This is an optimization exercise on Yosys and OpenROAD, whose aim is small area and a short achievable clock period, not a production implementation. Where RTL was checked, it was by simulation tests only, not by an equivalence proof against the original.

==> v8: inputs <==
## arm
module arm (
    input  logic        clk, rst,
    input  logic [31:0] Instr,
    input  logic [31:0] ReadData,
    output logic [31:0] WriteData,
    output logic [31:0] PC, ALUResult,
    output logic        MemWrite
);
Settings: LEC_CHECK=0, CAP_MARGIN=10, CORE_MARGIN=2, CORE_UTILIZATION=65, SLEW_MARGIN=10, SYNTH_HIERARCHICAL=1, SYNTH_MINIMUM_KEEP_SIZE=0; clock period 16.0 ns.
standard.sh (not shown) runs the stock make flow with config.mk's settings and CLKGATE_MAP_FILE= SYNTH_SCRIPT=/design/flow/synth_recipe.tcl, a recipe that flattens the netlist after the stock synthesis.
==> flow/flow/run.sh <==
#!/bin/bash
# Layout flow: the standard ORFS flow, with
#  - port buffers of a fast, small cell instead of the default delay buffer,
#  - a clock tree without dummy balancing loads,
#  - timing repair aimed below the 16 ns clock (the clock and the SDC are unchanged;
#    repair only tries to leave more slack than the default margin).
set -euo pipefail
cd "$(dirname "$0")/.."
export BUFFER_PORTS_ARGS="-buffer_cell sky130_fd_sc_hd__buf_2"
export SETUP_SLACK_MARGIN=11.5
export CTS_ARGS="-sink_clustering_enable -repair_clock_nets -dont_use_dummy_load -buf_list {sky130_fd_sc_hd__clkbuf_8 sky130_fd_sc_hd__clkbuf_16} -sink_clustering_size 24 -sink_clustering_max_diameter 60"
bash standard.sh > standard.log 2>&1
==> inputs of v27, as changes to v8 <==
--- a/flow/design.v
+++ b/flow/design.v
@@ -5,19 +5,18 @@
     output logic [31:0] WriteData,
     output logic [31:0] PC, ALUResult,
     output logic        MemWrite
 );
     logic [31:0] PCF, InstrD;
-    logic        RegWriteE, MemtoRegE, MemWriteE, BranchE, FlagWE;
+    logic        RegWriteE, MemtoRegE, MemWriteE, BranchE, ALUSrcE, FlagWE;
     logic        CondExE, BranchTakenE;
     logic        SubE, LogE, OrrE;               
     logic [3:0]  RA1E, RA2E, WA3E;
     logic [31:0] RD1E, RD2E;
     logic [23:0] ImmE;
     logic        ImmMemE, ImmBrE;                
     logic        selAM, selAP, selAR, selBM, selBP, selBR;    
-    logic        selSM, selSP, selSR, selSI;                 
     logic        RegWriteM, MemtoRegM, MemWriteM;
     logic [3:0]  WA3M;
     logic [31:0] ALUOutM, WriteDataM;
     logic [31:0] rf [0:14];
     logic [14:0] rf_valid;
@@ -28,22 +27,20 @@
     logic isDP, isADD, isSUB, isAND, isORR, isLDR, isSTR, isMEM, isB, isBT;
     assign isADD = (InstrD[27:26] == 2'b00) && (InstrD[24:21] == 4'b0100);
     assign isSUB = (InstrD[27:26] == 2'b00) && (InstrD[24:21] == 4'b0010);
     assign isAND = (InstrD[27:21] == 7'b0000000);
     assign isORR = (InstrD[27:21] == 7'b0001100);
-    logic isLDRr, isSTRr, isMEMr, isBr;
-    logic [3:0] RA2Dr;
-    assign isLDR = isLDRr;
-    assign isSTR = isSTRr;
-    assign isMEM = isMEMr;
-    assign isB   = isBr;
+    assign isLDR = (InstrD[27:20] == 8'b01011001);
+    assign isSTR = (InstrD[27:20] == 8'b01011000);
+    assign isMEM = isLDR | isSTR;
+    assign isB   = (InstrD[27:24] == 4'b1010);
     assign isBT  = isB & CondExE;        
     assign isDP  = isADD | isSUB | isAND | isORR;
     logic [3:0] rn, RA1D, RA2D;
     assign rn   = InstrD[19:16];
     assign RA1D = isBT ? 4'd15 : rn;
-    assign RA2D = RA2Dr;
+    assign RA2D = isMEM ? InstrD[15:12] : InstrD[3:0];
     logic ldrStallD, PCWrPendingF, StallF, FlushD, FlushE;
     assign ldrStallD    = ((RA1D == WA3E) ^ (RA2D == WA3E)) & MemtoRegE;
     assign PCWrPendingF = BranchE ? !CondExE : isBT;
     assign StallF       = ldrStallD ^ PCWrPendingF;
     assign FlushD       = PCWrPendingF | BranchTakenE;
@@ -96,12 +93,11 @@
     end
     assign selAPc = selAP & !BranchTakenE;
     assign selARd = selAR | (selAP & BranchTakenE);
     assign SrcAE = ({32{selAM}} & ALUOutM) | ({32{selAPc}} & PCF) | ({32{selARd}} & RD1E);
     assign WriteDataE = ({32{selBM}} & ALUOutM) | ({32{selBP}} & PCF) | ({32{selBR}} & RD2E);
-    assign SrcBE = ({32{selSM}} & ALUOutM) | ({32{selSP}} & PCF) | ({32{selSR}} & RD2E) |
-                   ({32{selSI}} & ExtImmE);
+    assign SrcBE = ALUSrcE ? ExtImmE : WriteDataE;
     logic [31:0] bm, sum, gen, prp, ALUResultE;
     logic        cout;
     logic [33:0] sum34;
     assign bm    = SrcBE ^ {32{SubE}};
     assign sum34 = {1'b0, SrcAE, 1'b1} + {1'b0, bm, SubE};
@@ -147,46 +143,23 @@
     logic       nRWM, nAM, nBM;
     assign nWA3M = BranchTakenE ? WA3M : WA3E;
     assign nRWM  = BranchTakenE ? RegWriteM : (RegWriteE & CondExE);
     assign nAM   = nRWM & (nRA1E == nWA3M);
     assign nBM   = nRWM & (nRA2E == nWA3M);
-    logic ALUSrcD, nALUSrc;
-    assign ALUSrcD = ((isADD | isSUB) & InstrD[25]) | isMEM | isBT;
-    assign nALUSrc = !FlushE & ALUSrcD;
-    logic pLDR, pSTR;
-    assign pLDR = Instr[27:20] == 8'b01011001;
-    assign pSTR = Instr[27:20] == 8'b01011000;
     always_ff @(posedge clk) begin
         if (rst)          PCF <= 32'b0;
         else if (!StallF) PCF <= PCPrime;
-        if (FlushD || rst) begin
-            InstrD <= 32'b0;
-            isLDRr <= 1'b0;
-            isSTRr <= 1'b0;
-            isMEMr <= 1'b0;
-            isBr   <= 1'b0;
-            RA2Dr  <= 4'b0;
-        end else if (!ldrStallD) begin
-            InstrD <= Instr;
-            isLDRr <= pLDR;
-            isSTRr <= pSTR;
-            isMEMr <= pLDR | pSTR;
-            isBr   <= Instr[27:24] == 4'b1010;
-            RA2Dr  <= (pLDR | pSTR) ? Instr[15:12] : Instr[3:0];
-        end
+        if (FlushD || rst)   InstrD <= 32'b0;
+        else if (!ldrStallD) InstrD <= Instr;
         RA1E    <= nRA1E;
         RA2E    <= nRA2E;
         selAM   <= nAM;
         selAP   <= !nAM & !fwdW1 & (nRA1E == 4'd15);
         selAR   <= !nAM & (fwdW1 | (!FlushE & (nRA1E != 4'd15)));
         selBM   <= nBM;
         selBP   <= !nBM & !fwdW2 & (nRA2E == 4'd15);
         selBR   <= !nBM & (fwdW2 | (!FlushE & (nRA2E != 4'd15)));
-        selSI   <= nALUSrc;
-        selSM   <= !nALUSrc & nBM;
-        selSP   <= !nALUSrc & !nBM & !fwdW2 & (nRA2E == 4'd15);
-        selSR   <= !nALUSrc & !nBM & (fwdW2 | (!FlushE & (nRA2E != 4'd15)));
         WA3E    <= InstrD[15:12];
         RD1E    <= RD1D;
         RD2E    <= RD2D;
         ImmE    <= InstrD[23:0];
         ImmMemE <= isMEM;
@@ -197,10 +170,11 @@
             MemWriteE    <= isSTR;
             SubE         <= isSUB;
             LogE         <= isAND | isORR;
             OrrE         <= isORR;
             BranchE      <= isBT;
+            ALUSrcE      <= ((isADD | isSUB) & InstrD[25]) | isMEM | isBT;
             FlagWE       <= isDP & InstrD[20];
             CondExE      <= CondExD;
             BranchTakenE <= isBT & CondExD;
         end else begin
             RegWriteE    <= 1'b0;
@@ -208,10 +182,11 @@
             MemWriteE    <= 1'b0;
             SubE         <= 1'b0;
             LogE         <= 1'b0;
             OrrE         <= 1'b0;
             BranchE      <= 1'b0;
+            ALUSrcE      <= 1'b0;
             FlagWE       <= 1'b0;
             CondExE      <= 1'b0;
             BranchTakenE <= 1'b0;
         end
         if (!BranchTakenE) begin
==> flow/flow/run.sh (replaced) <==
#!/bin/bash
# Layout flow: the standard ORFS flow, with
#  - port buffers of a fast, small cell instead of the default delay buffer,
#  - a clock tree without dummy balancing loads,
#  - timing repair aimed below the 16 ns clock (the clock and the SDC are unchanged;
#    repair only tries to leave more slack than the default margin).
set -euo pipefail
cd "$(dirname "$0")/.."
export BUFFER_PORTS_ARGS="-buffer_cell sky130_fd_sc_hd__buf_2"
export SETUP_SLACK_MARGIN=11.5
export CTS_ARGS="-sink_clustering_enable -repair_clock_nets -dont_use_dummy_load"
bash standard.sh > standard.log 2>&1
Settings changed: CAP_MARGIN 10 to 20, CORE_UTILIZATION 65 to 40, SLEW_MARGIN 10 to 20.
==> inputs of v36, as changes to v8 <==
--- a/flow/design.v
+++ b/flow/design.v
@@ -5,19 +5,18 @@
     output logic [31:0] WriteData,
     output logic [31:0] PC, ALUResult,
     output logic        MemWrite
 );
     logic [31:0] PCF, InstrD;
-    logic        RegWriteE, MemtoRegE, MemWriteE, BranchE, FlagWE;
+    logic        RegWriteE, MemtoRegE, MemWriteE, BranchE, ALUSrcE, FlagWE;
     logic        CondExE, BranchTakenE;
     logic        SubE, LogE, OrrE;               
     logic [3:0]  RA1E, RA2E, WA3E;
     logic [31:0] RD1E, RD2E;
     logic [23:0] ImmE;
     logic        ImmMemE, ImmBrE;                
     logic        selAM, selAP, selAR, selBM, selBP, selBR;    
-    logic        selSM, selSP, selSR, selSI;                 
     logic        RegWriteM, MemtoRegM, MemWriteM;
     logic [3:0]  WA3M;
     logic [31:0] ALUOutM, WriteDataM;
     logic [31:0] rf [0:14];
     logic [14:0] rf_valid;
@@ -28,22 +27,20 @@
     logic isDP, isADD, isSUB, isAND, isORR, isLDR, isSTR, isMEM, isB, isBT;
     assign isADD = (InstrD[27:26] == 2'b00) && (InstrD[24:21] == 4'b0100);
     assign isSUB = (InstrD[27:26] == 2'b00) && (InstrD[24:21] == 4'b0010);
     assign isAND = (InstrD[27:21] == 7'b0000000);
     assign isORR = (InstrD[27:21] == 7'b0001100);
-    logic isLDRr, isSTRr, isMEMr, isBr;
-    logic [3:0] RA2Dr;
-    assign isLDR = isLDRr;
-    assign isSTR = isSTRr;
-    assign isMEM = isMEMr;
-    assign isB   = isBr;
+    assign isLDR = (InstrD[27:20] == 8'b01011001);
+    assign isSTR = (InstrD[27:20] == 8'b01011000);
+    assign isMEM = isLDR | isSTR;
+    assign isB   = (InstrD[27:24] == 4'b1010);
     assign isBT  = isB & CondExE;        
     assign isDP  = isADD | isSUB | isAND | isORR;
     logic [3:0] rn, RA1D, RA2D;
     assign rn   = InstrD[19:16];
     assign RA1D = isBT ? 4'd15 : rn;
-    assign RA2D = RA2Dr;
+    assign RA2D = isMEM ? InstrD[15:12] : InstrD[3:0];
     logic ldrStallD, PCWrPendingF, StallF, FlushD, FlushE;
     assign ldrStallD    = ((RA1D == WA3E) ^ (RA2D == WA3E)) & MemtoRegE;
     assign PCWrPendingF = BranchE ? !CondExE : isBT;
     assign StallF       = ldrStallD ^ PCWrPendingF;
     assign FlushD       = PCWrPendingF | BranchTakenE;
@@ -96,12 +93,11 @@
     end
     assign selAPc = selAP & !BranchTakenE;
     assign selARd = selAR | (selAP & BranchTakenE);
     assign SrcAE = ({32{selAM}} & ALUOutM) | ({32{selAPc}} & PCF) | ({32{selARd}} & RD1E);
     assign WriteDataE = ({32{selBM}} & ALUOutM) | ({32{selBP}} & PCF) | ({32{selBR}} & RD2E);
-    assign SrcBE = ({32{selSM}} & ALUOutM) | ({32{selSP}} & PCF) | ({32{selSR}} & RD2E) |
-                   ({32{selSI}} & ExtImmE);
+    assign SrcBE = ALUSrcE ? ExtImmE : WriteDataE;
     logic [31:0] bm, sum, gen, prp, ALUResultE;
     logic        cout;
     logic [33:0] sum34;
     assign bm    = SrcBE ^ {32{SubE}};
     assign sum34 = {1'b0, SrcAE, 1'b1} + {1'b0, bm, SubE};
@@ -147,46 +143,23 @@
     logic       nRWM, nAM, nBM;
     assign nWA3M = BranchTakenE ? WA3M : WA3E;
     assign nRWM  = BranchTakenE ? RegWriteM : (RegWriteE & CondExE);
     assign nAM   = nRWM & (nRA1E == nWA3M);
     assign nBM   = nRWM & (nRA2E == nWA3M);
-    logic ALUSrcD, nALUSrc;
-    assign ALUSrcD = ((isADD | isSUB) & InstrD[25]) | isMEM | isBT;
-    assign nALUSrc = !FlushE & ALUSrcD;
-    logic pLDR, pSTR;
-    assign pLDR = Instr[27:20] == 8'b01011001;
-    assign pSTR = Instr[27:20] == 8'b01011000;
     always_ff @(posedge clk) begin
         if (rst)          PCF <= 32'b0;
         else if (!StallF) PCF <= PCPrime;
-        if (FlushD || rst) begin
-            InstrD <= 32'b0;
-            isLDRr <= 1'b0;
-            isSTRr <= 1'b0;
-            isMEMr <= 1'b0;
-            isBr   <= 1'b0;
-            RA2Dr  <= 4'b0;
-        end else if (!ldrStallD) begin
-            InstrD <= Instr;
-            isLDRr <= pLDR;
-            isSTRr <= pSTR;
-            isMEMr <= pLDR | pSTR;
-            isBr   <= Instr[27:24] == 4'b1010;
-            RA2Dr  <= (pLDR | pSTR) ? Instr[15:12] : Instr[3:0];
-        end
+        if (FlushD || rst)   InstrD <= 32'b0;
+        else if (!ldrStallD) InstrD <= Instr;
         RA1E    <= nRA1E;
         RA2E    <= nRA2E;
         selAM   <= nAM;
         selAP   <= !nAM & !fwdW1 & (nRA1E == 4'd15);
         selAR   <= !nAM & (fwdW1 | (!FlushE & (nRA1E != 4'd15)));
         selBM   <= nBM;
         selBP   <= !nBM & !fwdW2 & (nRA2E == 4'd15);
         selBR   <= !nBM & (fwdW2 | (!FlushE & (nRA2E != 4'd15)));
-        selSI   <= nALUSrc;
-        selSM   <= !nALUSrc & nBM;
-        selSP   <= !nALUSrc & !nBM & !fwdW2 & (nRA2E == 4'd15);
-        selSR   <= !nALUSrc & !nBM & (fwdW2 | (!FlushE & (nRA2E != 4'd15)));
         WA3E    <= InstrD[15:12];
         RD1E    <= RD1D;
         RD2E    <= RD2D;
         ImmE    <= InstrD[23:0];
         ImmMemE <= isMEM;
@@ -197,10 +170,11 @@
             MemWriteE    <= isSTR;
             SubE         <= isSUB;
             LogE         <= isAND | isORR;
             OrrE         <= isORR;
             BranchE      <= isBT;
+            ALUSrcE      <= ((isADD | isSUB) & InstrD[25]) | isMEM | isBT;
             FlagWE       <= isDP & InstrD[20];
             CondExE      <= CondExD;
             BranchTakenE <= isBT & CondExD;
         end else begin
             RegWriteE    <= 1'b0;
@@ -208,10 +182,11 @@
             MemWriteE    <= 1'b0;
             SubE         <= 1'b0;
             LogE         <= 1'b0;
             OrrE         <= 1'b0;
             BranchE      <= 1'b0;
+            ALUSrcE      <= 1'b0;
             FlagWE       <= 1'b0;
             CondExE      <= 1'b0;
             BranchTakenE <= 1'b0;
         end
         if (!BranchTakenE) begin
--- a/flow/flow/run.sh
+++ b/flow/flow/run.sh
@@ -5,8 +5,8 @@
 #  - timing repair aimed below the 16 ns clock (the clock and the SDC are unchanged;
 #    repair only tries to leave more slack than the default margin).
 set -euo pipefail
 cd "$(dirname "$0")/.."
 export BUFFER_PORTS_ARGS="-buffer_cell sky130_fd_sc_hd__buf_2"
-export SETUP_SLACK_MARGIN=11.5
+export SETUP_SLACK_MARGIN=11.8
 export CTS_ARGS="-sink_clustering_enable -repair_clock_nets -dont_use_dummy_load -buf_list {sky130_fd_sc_hd__clkbuf_8 sky130_fd_sc_hd__clkbuf_16} -sink_clustering_size 24 -sink_clustering_max_diameter 60"
 bash standard.sh > standard.log 2>&1
Settings changed: CAP_MARGIN 10 to 20, CORE_UTILIZATION 65 to 55, SLEW_MARGIN 10 to 20.
==> inputs of v16, as changes to v8 <==
--- a/flow/design.v
+++ b/flow/design.v
@@ -5,19 +5,18 @@
     output logic [31:0] WriteData,
     output logic [31:0] PC, ALUResult,
     output logic        MemWrite
 );
     logic [31:0] PCF, InstrD;
-    logic        RegWriteE, MemtoRegE, MemWriteE, BranchE, FlagWE;
+    logic        RegWriteE, MemtoRegE, MemWriteE, BranchE, ALUSrcE, FlagWE;
     logic        CondExE, BranchTakenE;
     logic        SubE, LogE, OrrE;               
     logic [3:0]  RA1E, RA2E, WA3E;
     logic [31:0] RD1E, RD2E;
     logic [23:0] ImmE;
     logic        ImmMemE, ImmBrE;                
     logic        selAM, selAP, selAR, selBM, selBP, selBR;    
-    logic        selSM, selSP, selSR, selSI;                 
     logic        RegWriteM, MemtoRegM, MemWriteM;
     logic [3:0]  WA3M;
     logic [31:0] ALUOutM, WriteDataM;
     logic [31:0] rf [0:14];
     logic [14:0] rf_valid;
@@ -28,22 +27,20 @@
     logic isDP, isADD, isSUB, isAND, isORR, isLDR, isSTR, isMEM, isB, isBT;
     assign isADD = (InstrD[27:26] == 2'b00) && (InstrD[24:21] == 4'b0100);
     assign isSUB = (InstrD[27:26] == 2'b00) && (InstrD[24:21] == 4'b0010);
     assign isAND = (InstrD[27:21] == 7'b0000000);
     assign isORR = (InstrD[27:21] == 7'b0001100);
-    logic isLDRr, isSTRr, isMEMr, isBr;
-    logic [3:0] RA2Dr;
-    assign isLDR = isLDRr;
-    assign isSTR = isSTRr;
-    assign isMEM = isMEMr;
-    assign isB   = isBr;
+    assign isLDR = (InstrD[27:20] == 8'b01011001);
+    assign isSTR = (InstrD[27:20] == 8'b01011000);
+    assign isMEM = isLDR | isSTR;
+    assign isB   = (InstrD[27:24] == 4'b1010);
     assign isBT  = isB & CondExE;        
     assign isDP  = isADD | isSUB | isAND | isORR;
     logic [3:0] rn, RA1D, RA2D;
     assign rn   = InstrD[19:16];
     assign RA1D = isBT ? 4'd15 : rn;
-    assign RA2D = RA2Dr;
+    assign RA2D = isMEM ? InstrD[15:12] : InstrD[3:0];
     logic ldrStallD, PCWrPendingF, StallF, FlushD, FlushE;
     assign ldrStallD    = ((RA1D == WA3E) ^ (RA2D == WA3E)) & MemtoRegE;
     assign PCWrPendingF = BranchE ? !CondExE : isBT;
     assign StallF       = ldrStallD ^ PCWrPendingF;
     assign FlushD       = PCWrPendingF | BranchTakenE;
@@ -96,12 +93,11 @@
     end
     assign selAPc = selAP & !BranchTakenE;
     assign selARd = selAR | (selAP & BranchTakenE);
     assign SrcAE = ({32{selAM}} & ALUOutM) | ({32{selAPc}} & PCF) | ({32{selARd}} & RD1E);
     assign WriteDataE = ({32{selBM}} & ALUOutM) | ({32{selBP}} & PCF) | ({32{selBR}} & RD2E);
-    assign SrcBE = ({32{selSM}} & ALUOutM) | ({32{selSP}} & PCF) | ({32{selSR}} & RD2E) |
-                   ({32{selSI}} & ExtImmE);
+    assign SrcBE = ALUSrcE ? ExtImmE : WriteDataE;
     logic [31:0] bm, sum, gen, prp, ALUResultE;
     logic        cout;
     logic [33:0] sum34;
     assign bm    = SrcBE ^ {32{SubE}};
     assign sum34 = {1'b0, SrcAE, 1'b1} + {1'b0, bm, SubE};
@@ -147,46 +143,23 @@
     logic       nRWM, nAM, nBM;
     assign nWA3M = BranchTakenE ? WA3M : WA3E;
     assign nRWM  = BranchTakenE ? RegWriteM : (RegWriteE & CondExE);
     assign nAM   = nRWM & (nRA1E == nWA3M);
     assign nBM   = nRWM & (nRA2E == nWA3M);
-    logic ALUSrcD, nALUSrc;
-    assign ALUSrcD = ((isADD | isSUB) & InstrD[25]) | isMEM | isBT;
-    assign nALUSrc = !FlushE & ALUSrcD;
-    logic pLDR, pSTR;
-    assign pLDR = Instr[27:20] == 8'b01011001;
-    assign pSTR = Instr[27:20] == 8'b01011000;
     always_ff @(posedge clk) begin
         if (rst)          PCF <= 32'b0;
         else if (!StallF) PCF <= PCPrime;
-        if (FlushD || rst) begin
-            InstrD <= 32'b0;
-            isLDRr <= 1'b0;
-            isSTRr <= 1'b0;
-            isMEMr <= 1'b0;
-            isBr   <= 1'b0;
-            RA2Dr  <= 4'b0;
-        end else if (!ldrStallD) begin
-            InstrD <= Instr;
-            isLDRr <= pLDR;
-            isSTRr <= pSTR;
-            isMEMr <= pLDR | pSTR;
-            isBr   <= Instr[27:24] == 4'b1010;
-            RA2Dr  <= (pLDR | pSTR) ? Instr[15:12] : Instr[3:0];
-        end
+        if (FlushD || rst)   InstrD <= 32'b0;
+        else if (!ldrStallD) InstrD <= Instr;
         RA1E    <= nRA1E;
         RA2E    <= nRA2E;
         selAM   <= nAM;
         selAP   <= !nAM & !fwdW1 & (nRA1E == 4'd15);
         selAR   <= !nAM & (fwdW1 | (!FlushE & (nRA1E != 4'd15)));
         selBM   <= nBM;
         selBP   <= !nBM & !fwdW2 & (nRA2E == 4'd15);
         selBR   <= !nBM & (fwdW2 | (!FlushE & (nRA2E != 4'd15)));
-        selSI   <= nALUSrc;
-        selSM   <= !nALUSrc & nBM;
-        selSP   <= !nALUSrc & !nBM & !fwdW2 & (nRA2E == 4'd15);
-        selSR   <= !nALUSrc & !nBM & (fwdW2 | (!FlushE & (nRA2E != 4'd15)));
         WA3E    <= InstrD[15:12];
         RD1E    <= RD1D;
         RD2E    <= RD2D;
         ImmE    <= InstrD[23:0];
         ImmMemE <= isMEM;
@@ -197,10 +170,11 @@
             MemWriteE    <= isSTR;
             SubE         <= isSUB;
             LogE         <= isAND | isORR;
             OrrE         <= isORR;
             BranchE      <= isBT;
+            ALUSrcE      <= ((isADD | isSUB) & InstrD[25]) | isMEM | isBT;
             FlagWE       <= isDP & InstrD[20];
             CondExE      <= CondExD;
             BranchTakenE <= isBT & CondExD;
         end else begin
             RegWriteE    <= 1'b0;
@@ -208,10 +182,11 @@
             MemWriteE    <= 1'b0;
             SubE         <= 1'b0;
             LogE         <= 1'b0;
             OrrE         <= 1'b0;
             BranchE      <= 1'b0;
+            ALUSrcE      <= 1'b0;
             FlagWE       <= 1'b0;
             CondExE      <= 1'b0;
             BranchTakenE <= 1'b0;
         end
         if (!BranchTakenE) begin
==> flow/flow/run.sh (replaced) <==
#!/bin/bash
# Layout flow: the standard ORFS flow, with
#  - port buffers of a fast, small cell instead of the default delay buffer,
#  - a clock tree without dummy balancing loads,
#  - timing repair aimed below the 16 ns clock (the clock and the SDC are unchanged;
#    repair only tries to leave more slack than the default margin).
set -euo pipefail
cd "$(dirname "$0")/.."
export BUFFER_PORTS_ARGS="-buffer_cell sky130_fd_sc_hd__buf_2"
export SETUP_SLACK_MARGIN=11.5
export CTS_ARGS="-sink_clustering_enable -repair_clock_nets -dont_use_dummy_load"
bash standard.sh > standard.log 2>&1
Settings changed: CAP_MARGIN 10 to 20, CORE_UTILIZATION 65 to 55, CTS_BUF_LIST from default to sky130_fd_sc_hd__clkbuf_4 sky130_fd_sc_hd__clkbuf_8, SLEW_MARGIN 10 to 20.
==> results.json <==
{
  "n_all_buffers": 335,
  "synth-xor-area-share_pct": 3.82,
  "adder_cell_share_of_the_synthesized_area_pct": 3.05,
  "status": "no timing/DRC/antenna violations",
  "grt_pass1_wl_um": 194000,
  "groute.layer.met1.usage_pct": 60.5,
  "layout.nonclk_buf_share_pct": 5.59,
  "antenna_cells_inserted": 4,
  "slew-limit-headroom_pct": 33.7,
  "grt_antenna_before_repair": 7,
  "detailroute.wirelength.met3_um": 23600,
  "layout_worst_path_cycle_share_pct": 28.4
}
# the run above: v8

==> results.json <==
{
  "status": "no timing/DRC/antenna violations",
  "power_group_with_the_largest_share": "sequential cells",
  "adder_cell_share_of_the_synthesized_area_pct": 3.07,
  "layout.nonclk_buf_share_pct": 8.40,
  "totalWireLength_um": 144000,
  "synth-xor-area-share_pct": 3.30,
  "layout_worst_path_cycle_share_pct": 28.6,
  "comb_power_share_pct": 11.7,
  "detailroute.wirelength.met3_um": 21000,
  "slew-limit-headroom_pct": 40.8,
  "grt_pass1_wl_um": 201000,
  "n_all_buffers": 455,
  "area_dominant_class": "sequential cells",
  "antenna_cells_inserted": 4,
  "worstSetupEndpoint": "ALUResult[17]"
}
# the run above: v36

==> results.json <==
{
  "postCtsResizedCells": 43,
  "nWellTaps": 855,
  "status": "no timing/DRC/antenna violations",
  "power.share.sequential_pct": 53.2,
  "grt_antenna_before_repair": 6,
  "groute.layer.met1.usage_pct": 55.2,
  "antenna_cells_inserted": 1,
  "detailroute.wirelength.met3_um": 20500,
  "most_common_library_cell_in_the_layout_ignoring_fill_and_taps": "sky130_fd_sc_hd__edfxtp_1",
  "layout.nonclk_buf_share_pct": 5.27,
  "synth.cell_area_mm2": 0.0359,
  "grt_pass1_wl_um": 199000,
  "slew-limit-headroom_pct": 27.5,
  "top_layer": "met5",
  "layout_worst_path_cycle_share_pct": 28.2,
  "postSynthRegisterBits": 745,
  "synth-xor-area-share_pct": 3.30,
  "io_pins": 163,
  "path_depth": 1
}
# the run above: v16

==> results.json <==
{
  "slew-limit-headroom_pct": 25.8,
  "worstHoldPathCells": 0,
  "most_frequently_used_cell_type_in_the_post_synthesis_netlist": "sky130_fd_sc_hd__edfxtp_1",
  "layout_worst_path_cycle_share_pct": 28.5,
  "synth-xor-area-share_pct": 3.30,
  "layout.nonclk_buf_share_pct": 5.28,
  "share_of_the_final_layout_cell_area_in_sequential_cells_pct": 49.4,
  "worst_ep_required_time_ns": 12.80,
  "final_design_area_excluding_fillers_mm2": 0.0414,
  "antenna_cells_inserted": 2,
  "n_all_buffers": 320,
  "clock_buffers": 82,
  "cts.repair_timing.setup_buffer_count": 39,
  "synth-edff-count": 546,
  "status": "no timing/DRC/antenna violations",
  "cells_along_the_critical_path": "buf_2",
  "grt_antenna_before_repair": 6
}
# the run above: v27

No functional check of the RTL was part of v8.

separate check: timing with driven ports:
The flow's constraints put no driver on any port. The routed layouts listed below were extracted and timed again, unchanged, in two steps.
Step 1 assumes that a clkbuf_16 drives the clock port and a buf_2 every other input.
Step 2 times the ports against the registers' clock, not the clock port: input delays grow and output delays shrink by t, the midpoint of the rising clock arrivals with the driver on.
a / b / c = ideal / step 1 / step 2; a / b = the first two.
run | t (ns) | setup WS [ns] | worst data-port slew with drivers (ns)
v8 | 0.660 | 11.459 / 11.398 / 11.154 | 0.04
v27 | 0.687 | 11.439 / 11.372 / 11.144 | 0.08
v36 | 0.676 | 11.418 / 11.352 / 11.247 | 0.04
v16 | 0.680 | 11.489 / 11.420 / 11.021 | 0.04
After both steps setup and hold are still met in every run listed. For v16, which loses most, drivers alone change the setup slack by -0.069 ns; drivers and shift together by -0.468 ns.
